Context: an optimization exercise on an open-source flow, tuned for small area and a short achievable clock period. The choices shown serve that exercise and are no tape-out recipe.
At most, simulation tests tie the RTL to the original design; equivalence was not proved.
No driver is modelled on the clock port, so clock power and skew are understated where the tree is cut down; a real chip needs a root buffer or a tree.
Power figures rest on the tool's default switching activity, not on a simulated workload.

==> flow/design.v <==
module test_wrapper #(
	parameter SYS_VERSION = 41,
	parameter WIDTH = 16,
	parameter NUM_SUB_MON = 3
)(
	input clk,
	input reset,
	input       [5:0] slave_address,
	input             slave_read,
	input             slave_write,
	input      [31:0] slave_writedata,
	output reg [31:0] slave_readdata,
	output [15:0] dut_a,
	output [15:0] dut_b,
	input  [15:0] dut_out
);
	wire [7:0] we;
	wire [6:0] rs;
	wire       rd_hold;
	host_dec u_host_dec (
		.addr(slave_address), .rd(slave_read), .wr(slave_write),
		.we(we), .rs(rs), .hold(rd_hold)
	);
	reg [31:0] ctrl;
	wire [31:0] ctrl_next = we[0] ? slave_writedata : ctrl;
	reg        fsel;
	reg [15:0] man_a, man_b, set_a, set_b, clr_a, clr_b;
	always @(posedge clk)
		ctrl <= ctrl_next;
	always @(posedge clk) begin
		if (we[1]) fsel  <= slave_writedata[0];
		if (we[2]) man_a <= slave_writedata[15:0];
		if (we[3]) man_b <= slave_writedata[15:0];
		if (we[4]) set_a <= slave_writedata[15:0];
		if (we[5]) set_b <= slave_writedata[15:0];
		if (we[6]) clr_a <= slave_writedata[15:0];
		if (we[7]) clr_b <= slave_writedata[15:0];
	end
	wire rst    = ctrl[0];
	wire en     = ctrl[1];
	wire freeze = ctrl[2];
	reg [31:0] ra, rb;
	reg        rst_d, en_d, zero_d;
	function [31:0] lfsr_step(input [31:0] r);
		lfsr_step = {r[0], r[31], r[30] ^ r[0], r[29:27], r[26] ^ r[0], r[25] ^ r[0], r[24:1]};
	endfunction
	always @(posedge clk) begin
		rst_d <= rst;
		en_d  <= en;
	end
	always @(posedge clk)
		if (rst_d) begin
			ra <= 32'hCAFEF00D;
			rb <= 32'hFEEDC0DE;
		end else if (en_d) begin
			ra <= lfsr_step(ra);
			rb <= lfsr_step(rb);
		end
	localparam S_IDLE = 2'd0, S_READY = 2'd1, S_COUNT = 2'd2, S_DONE = 2'd3;
	reg [1:0] tstate;
	reg [3:0] delay_count;
	reg [3:0] out_count;
	wire dut_zero = ~|dut_out;
	always @(posedge clk)
		if (rst)
			tstate <= S_IDLE;
		else case (tstate)
			S_IDLE : if (dut_zero)   tstate <= S_READY;
			S_READY: if (&out_count) tstate <= S_COUNT;
			S_COUNT: if (dut_zero)   tstate <= S_DONE;
			default:                 tstate <= S_DONE;
		endcase
	always @(posedge clk)
		if (rst)
			delay_count <= 4'hF;
		else if (tstate == S_COUNT)
			delay_count <= delay_count + 1'b1;
	always @(posedge clk)
		if (rst || tstate == S_DONE || fsel)
			out_count <= 4'h0;
		else
			out_count <= out_count + 1'b1;
	reg [15:0] sa_0, sb_0, fa_0, fb_0;
	always @(posedge clk)
		zero_d <= rst || &out_count;
	wire [15:0] a_0 = zero_d ? 16'h0 : ra[15:0];
	wire [15:0] b_0 = zero_d ? 16'h0 : rb[15:0];
	always @(posedge clk)
		if (!fsel) begin
			sa_0 <= a_0 | set_a;
			sb_0 <= b_0 | set_b;
			fa_0 <= sa_0 & ~clr_a;
			fb_0 <= sb_0 & ~clr_b;
		end else begin
			sa_0 <= man_a;
			sb_0 <= man_b;
			fa_0 <= sa_0;
			fb_0 <= sb_0;
		end
	assign dut_a = fa_0;
	assign dut_b = fb_0;
	wire       sel = fa_0[0] & fb_0[0];
	wire [7:0] lo_p = fa_0[7:0] ^ fb_0[7:0];
	wire [7:0] lo_g = fa_0[7:0] & fb_0[7:0];
	wire [8:0] lo_c;
	pfx_carries u_lo_carries (.g(lo_g), .p(lo_p), .c_in(1'b0), .c(lo_c));
	wire [8:0] lo_sum = {lo_c[8], lo_p ^ lo_c[7:0]};
	reg  [7:0] r1_lo, r1_p, r1_g;
	reg        r1_c;
	always @(posedge clk) begin
		r1_lo <= sel ? fb_0[7:0]  : lo_sum[7:0];
		r1_c  <= sel ? 1'b0       : lo_sum[8];
		r1_p  <= sel ? fb_0[15:8] : fa_0[15:8] ^ fb_0[15:8];
		r1_g  <= sel ? 8'h00      : fa_0[15:8] & fb_0[15:8];
	end
	wire [8:0] hi_c;
	pfx_carries u_hi_carries (.g(r1_g), .p(r1_p), .c_in(r1_c), .c(hi_c));
	reg [15:0] ref2;
	always @(posedge clk)
		ref2 <= {r1_p ^ hi_c[7:0], r1_lo};
	wire [15:0] x = dut_out ^ ref2;
	integer i;
	reg [4:0] lzc;
	always @(*) begin
		lzc = 5'd16;
		for (i = 0; i < 16; i = i + 1)
			if (x[i]) lzc = 5'd15 - i;
	end
	reg [4:0] lz1, lz2, lz3, lz4, lz5;
	always @(posedge clk) begin
		lz1 <= lzc;
		lz2 <= lz1;
		lz3 <= lz2;
		lz4 <= lz3;
		lz5 <= lz4;
	end
	reg [3:0] rdy_ctr;
	always @(posedge clk)
		if (rst)
			rdy_ctr <= 4'd0;
		else if (!rdy_ctr[3])
			rdy_ctr <= rdy_ctr + 1'b1;
	wire ready = rdy_ctr[3];
	reg sb_en;
	wire sb_en_next = !ctrl_next[2] && !rst && (rdy_ctr[3] || &rdy_ctr[2:0]);
	always @(posedge clk)
		sb_en <= sb_en_next;
	reg [31:0] data_ctr, error_ctr;
	reg [4:0]  acc, maxacc, minacc;
	reg err_en;
	always @(posedge clk)
		err_en <= sb_en_next && !lz4[4];
	reg [2:0] data_f, error_f;
	wire [3:0] data_ci  = {sb_en  & (&data_f),  sb_en  & (&data_f[1:0]),  sb_en  & data_f[0],  sb_en};
	wire [3:0] error_ci = {err_en & (&error_f), err_en & (&error_f[1:0]), err_en & error_f[0], err_en};
	integer j;
	always @(posedge clk)
		if (rst) begin
			data_ctr  <= 32'h0;
			error_ctr <= 32'h0;
			data_f    <= 3'b000;
			error_f   <= 3'b000;
		end else begin
			for (j = 0; j < 4; j = j + 1) begin
				if (data_ci[j])
					data_ctr[8 * j +: 8] <= data_ctr[8 * j +: 8] + 1'b1;
				if (error_ci[j])
					error_ctr[8 * j +: 8] <= error_ctr[8 * j +: 8] + 1'b1;
			end
			for (j = 0; j < 3; j = j + 1) begin
				data_f[j]  <= &data_ctr[8 * j + 1 +: 7]  & (data_ctr[8 * j]  ^ data_ci[j]);
				error_f[j] <= &error_ctr[8 * j + 1 +: 7] & (error_ctr[8 * j] ^ error_ci[j]);
			end
		end
	always @(posedge clk)
		acc <= ready ? lz5 : 5'd16;
	always @(posedge clk)
		if (rst) begin
			maxacc <= 5'd0;
			minacc <= 5'd16;
		end else if (sb_en) begin
			if (acc > maxacc) maxacc <= acc;
			if (acc < minacc) minacc <= acc;
		end
	wire        done = (tstate == S_DONE);
	wire [31:0] dut_delay = done ? {28'h0, delay_count} : 32'hFFFFFFFF;
	wire [31:0] sysver = SYS_VERSION;
	wire [31:0] maxacc_w = {26'h0, maxacc[4], 1'b0, maxacc[3:0]};
	wire [31:0] minacc_w = {26'h0, minacc[4], 1'b0, minacc[3:0]};
	wire [31:0] rd_next;
	assign rd_next = ({32{rs[0]}} & ctrl) | ({32{rs[1]}} & sysver) | ({32{rs[2]}} & dut_delay) |
	                 ({32{rs[3]}} & data_ctr) | ({32{rs[4]}} & error_ctr) |
	                 ({32{rs[5]}} & maxacc_w) | ({32{rs[6]}} & minacc_w) |
	                 ({32{rd_hold}} & slave_readdata);
	always @(posedge clk)
		slave_readdata <= rd_next;
endmodule
module pfx_carries (
	input  [7:0] g,
	input  [7:0] p,
	input        c_in,
	output [8:0] c
);
	wire [7:0] gl [0:3];
	wire [7:0] pl [0:3];
	wire       g0;
	pfx_g u_cin (.gh(g[0]), .ph(p[0]), .gl(c_in), .g(g0));
	assign gl[0] = {g[7:1], g0};
	assign pl[0] = p;
	genvar l, k;
	generate
		for (l = 0; l < 3; l = l + 1) begin: lvl
			for (k = 0; k < 8; k = k + 1) begin: bt
				if (k & (1 << l)) begin: node
					pfx_g u_g (
						.gh(gl[l][k]), .ph(pl[l][k]), .gl(gl[l][((k >> l) << l) - 1]),
						.g(gl[l + 1][k])
					);
					if (((k >> (l + 1)) << (l + 1)) != 0 && l < 2) begin: prop
						pfx_p u_p (
							.ph(pl[l][k]), .pl(pl[l][((k >> l) << l) - 1]),
							.p(pl[l + 1][k])
						);
					end else begin: noprop
						assign pl[l + 1][k] = 1'b0;
					end
				end else begin: pass
					assign gl[l + 1][k] = gl[l][k];
					assign pl[l + 1][k] = pl[l][k];
				end
			end
		end
	endgenerate
	assign c = {gl[3], c_in};
endmodule
module pfx_g (
	input  gh, ph, gl,
	output g
);
	assign g = gh | (ph & gl);
endmodule
module pfx_p (
	input  ph, pl,
	output p
);
	assign p = ph & pl;
endmodule
module host_dec (
	input  [5:0] addr,
	input        rd,
	input        wr,
	output [7:0] we,
	output [6:0] rs,
	output       hold
);
	wire writing = wr & ~rd;
	wire reading = rd & ~wr;
	assign we = {8{writing}} & {addr == 6'h28, addr == 6'h24, addr == 6'h20, addr == 6'h1C,
	                          addr == 6'h18, addr == 6'h14, addr == 6'h10, addr == 6'h00};
	assign rs = {7{reading}} & {addr == 6'h3C, addr == 6'h38, addr == 6'h34, addr == 6'h30,
	                          addr == 6'h2C, addr == 6'h04, addr == 6'h00};
	assign hold = ~|rs;
endmodule
Settings: LEC_CHECK=0, ABC_AREA=1, CAP_MARGIN=20, CORE_MARGIN=2, CORE_UTILIZATION=40, SETUP_SLACK_MARGIN=1.4, SLEW_MARGIN=20, SYNTH_HIERARCHICAL=1; clock period 3.0 ns.
standard.sh (not shown) runs the stock make flow with config.mk's settings and CLKGATE_MAP_FILE= SYNTH_SCRIPT=/design/flow/synth_recipe.tcl, a recipe that flattens the netlist after the stock synthesis.
==> flow/flow/run.sh <==
#!/bin/bash
set -euo pipefail
here=$(cd "$(dirname "$0")" && pwd)
export BUFFER_PORTS_ARGS="-buffer_cell sky130_fd_sc_hd__buf_2"
export CTS_ARGS="-sink_clustering_enable -repair_clock_nets -dont_use_dummy_load"
export PRE_CTS_TCL="$here/cts_root.tcl"
export FLOW_CLOCK_PORT=clk
bash standard.sh > make.log 2>&1
==> flow/flow/cts_root.tcl <==
rename clock_tree_synthesis my_tritoncts
proc clock_tree_synthesis { args } {
  my_tritoncts {*}$args
  my_drop_root_buffer
}

proc my_drop_root_buffer { } {
  set block [ord::get_db_block]
  set port_net [$block findNet $::env(FLOW_CLOCK_PORT)]
  set roots {}
  foreach it [$port_net getITerms] { lappend roots $it }
  if { [llength $roots] != 1 } { puts "drop_root: port drives [llength $roots] pins, kept"; return }
  set rit [lindex $roots 0]
  set root [$rit getInst]
  if { ![string match "sky130_fd_sc_hd__clkbuf_*" [[$root getMaster] getName]] } { puts "drop_root: no root buffer"; return }
  set root_net "NULL"
  foreach it [$root getITerms] {
    if { [$it isOutputSignal] } { set root_net [$it getNet] }
  }
  set loads {}
  foreach it [$root_net getITerms] {
    if { [$it isOutputSignal] } { continue }
    if { ![string match "sky130_fd_sc_hd__clkbuf_*" [[[$it getInst] getMaster] getName]] } {
      puts "drop_root: root drives a non-buffer, kept"; return
    }
    lappend loads $it
  }
  if { [llength $loads] > 4 } { puts "drop_root: root drives [llength $loads] buffers, kept"; return }
  foreach it $loads {
    $it disconnect
    $it connect $port_net
  }
  foreach it [$root getITerms] { $it disconnect }
  odb::dbInst_destroy $root
  odb::dbNet_destroy $root_net
  puts "drop_root: the clock port drives [llength $loads] buffers directly"
}
The baseline passed the timing, DRC and antenna checks.
Change:
--- a/flow/design.v
+++ b/flow/design.v
@@ -185,16 +185,34 @@
 	wire        done = (tstate == S_DONE);
 	wire [31:0] dut_delay = done ? {28'h0, delay_count} : 32'hFFFFFFFF;
 	wire [31:0] sysver = SYS_VERSION;
 	wire [31:0] maxacc_w = {26'h0, maxacc[4], 1'b0, maxacc[3:0]};
 	wire [31:0] minacc_w = {26'h0, minacc[4], 1'b0, minacc[3:0]};
 	wire [31:0] rd_next;
-	assign rd_next = ({32{rs[0]}} & ctrl) | ({32{rs[1]}} & sysver) | ({32{rs[2]}} & dut_delay) |
-	                 ({32{rs[3]}} & data_ctr) | ({32{rs[4]}} & error_ctr) |
-	                 ({32{rs[5]}} & maxacc_w) | ({32{rs[6]}} & minacc_w) |
-	                 ({32{rd_hold}} & slave_readdata);
+	genvar gb;
+	generate
+		for (gb = 0; gb < 32; gb = gb + 1) begin: rdbit
+			wire n_cd, n_de, n_mm, n_sv;
+			cell_aoi22 u_cd (.a1(rs[0]), .a2(ctrl[gb]), .b1(rs[2]), .b2(dut_delay[gb]), .y(n_cd));
+			cell_aoi22 u_de (.a1(rs[3]), .a2(data_ctr[gb]), .b1(rs[4]), .b2(error_ctr[gb]), .y(n_de));
+			if (gb == 4 || gb > 5) begin: narrow
+				wire n_h;
+				cell_nand2 u_h (.a(rd_hold), .b(slave_readdata[gb]), .y(n_h));
+				cell_nand3 u_y (.a(n_cd), .b(n_de), .c(n_h), .y(rd_next[gb]));
+			end else begin: wide
+				wire n_mh;
+				cell_aoi22 u_mm (.a1(rs[5]), .a2(maxacc_w[gb]), .b1(rs[6]), .b2(minacc_w[gb]), .y(n_mm));
+				if ((SYS_VERSION >> gb) & 1) begin: sv1
+					cell_aoi21 u_sv (.a1(rd_hold), .a2(slave_readdata[gb]), .b(rs[1]), .y(n_mh));
+				end else begin: sv0
+					cell_nand2 u_sv (.a(rd_hold), .b(slave_readdata[gb]), .y(n_mh));
+				end
+				cell_nand4 u_y (.a(n_cd), .b(n_de), .c(n_mm), .d(n_mh), .y(rd_next[gb]));
+			end
+		end
+	endgenerate
 	always @(posedge clk)
 		slave_readdata <= rd_next;
 endmodule
 module pfx_carries (
 	input  [7:0] g,
 	input  [7:0] p,
@@ -258,6 +276,21 @@
 	assign we = {8{writing}} & {addr == 6'h28, addr == 6'h24, addr == 6'h20, addr == 6'h1C,
 	                          addr == 6'h18, addr == 6'h14, addr == 6'h10, addr == 6'h00};
 	assign rs = {7{reading}} & {addr == 6'h3C, addr == 6'h38, addr == 6'h34, addr == 6'h30,
 	                          addr == 6'h2C, addr == 6'h04, addr == 6'h00};
 	assign hold = ~|rs;
 endmodule
+module cell_aoi22 (input a1, a2, b1, b2, output y);
+	assign y = ~((a1 & a2) | (b1 & b2));
+endmodule
+module cell_aoi21 (input a1, a2, b, output y);
+	assign y = ~((a1 & a2) | b);
+endmodule
+module cell_nand2 (input a, b, output y);
+	assign y = ~(a & b);
+endmodule
+module cell_nand3 (input a, b, c, output y);
+	assign y = ~(a & b & c);
+endmodule
+module cell_nand4 (input a, b, c, d, output y);
+	assign y = ~(a & b & c & d);
+endmodule
What happened: Routed wire length came out lower by 2.7%; sequential share of layout area came out lower by 0.61 points; global-route usage came out lower by 1.1 points; cell area came out higher by 1.1%; sequential cell count stays the same; maximum frequency came out higher by 8.8%; worst hold slack got worse by 0.0072 ns; area after synthesis came out higher by about 3.4%; worst setup slack improved by 0.14 ns; via count came out higher by 4.2%; power hardly moves; clock power came out higher by 4.6%.
The RTL of the first run of this note was laid out without a check of its function.

-- separate check: timing with driven ports --
The results above use ideal ports. As a check the final layouts listed here were re-extracted and re-timed, cells and wires unchanged. Step 1 assumes that a clkbuf_16 drives the clock port and a buf_2 every other input. Step 2 moves the port delays by t, midway between the first and last clock arrival at a register: inputs arrive t later, outputs are due t later. That takes back most of the time a late clock gives input paths. Slacks: ideal ports / drivers / drivers and shift; pairs: ideal ports / drivers.
| run | t (ns) | setup WS [ns] | hold slack, ns | worst setup path after step 2 | clock arrival spread, ns |
|---|---|---|---|---|---|
| the first run | 0.475 | 1.232 / 1.285 / 0.838 | 0.323 / 0.297 / 0.323 | input to register | 0.070 / 0.069 |
| the second run | 0.490 | 1.375 / 1.328 / 0.985 | 0.316 / 0.316 / 0.316 | input to register | 0.074 / 0.073 |
After both steps every run listed still meets setup and hold. For the first run, which loses most, drivers alone change the setup slack by +0.053 ns; drivers and shift together by -0.394 ns.
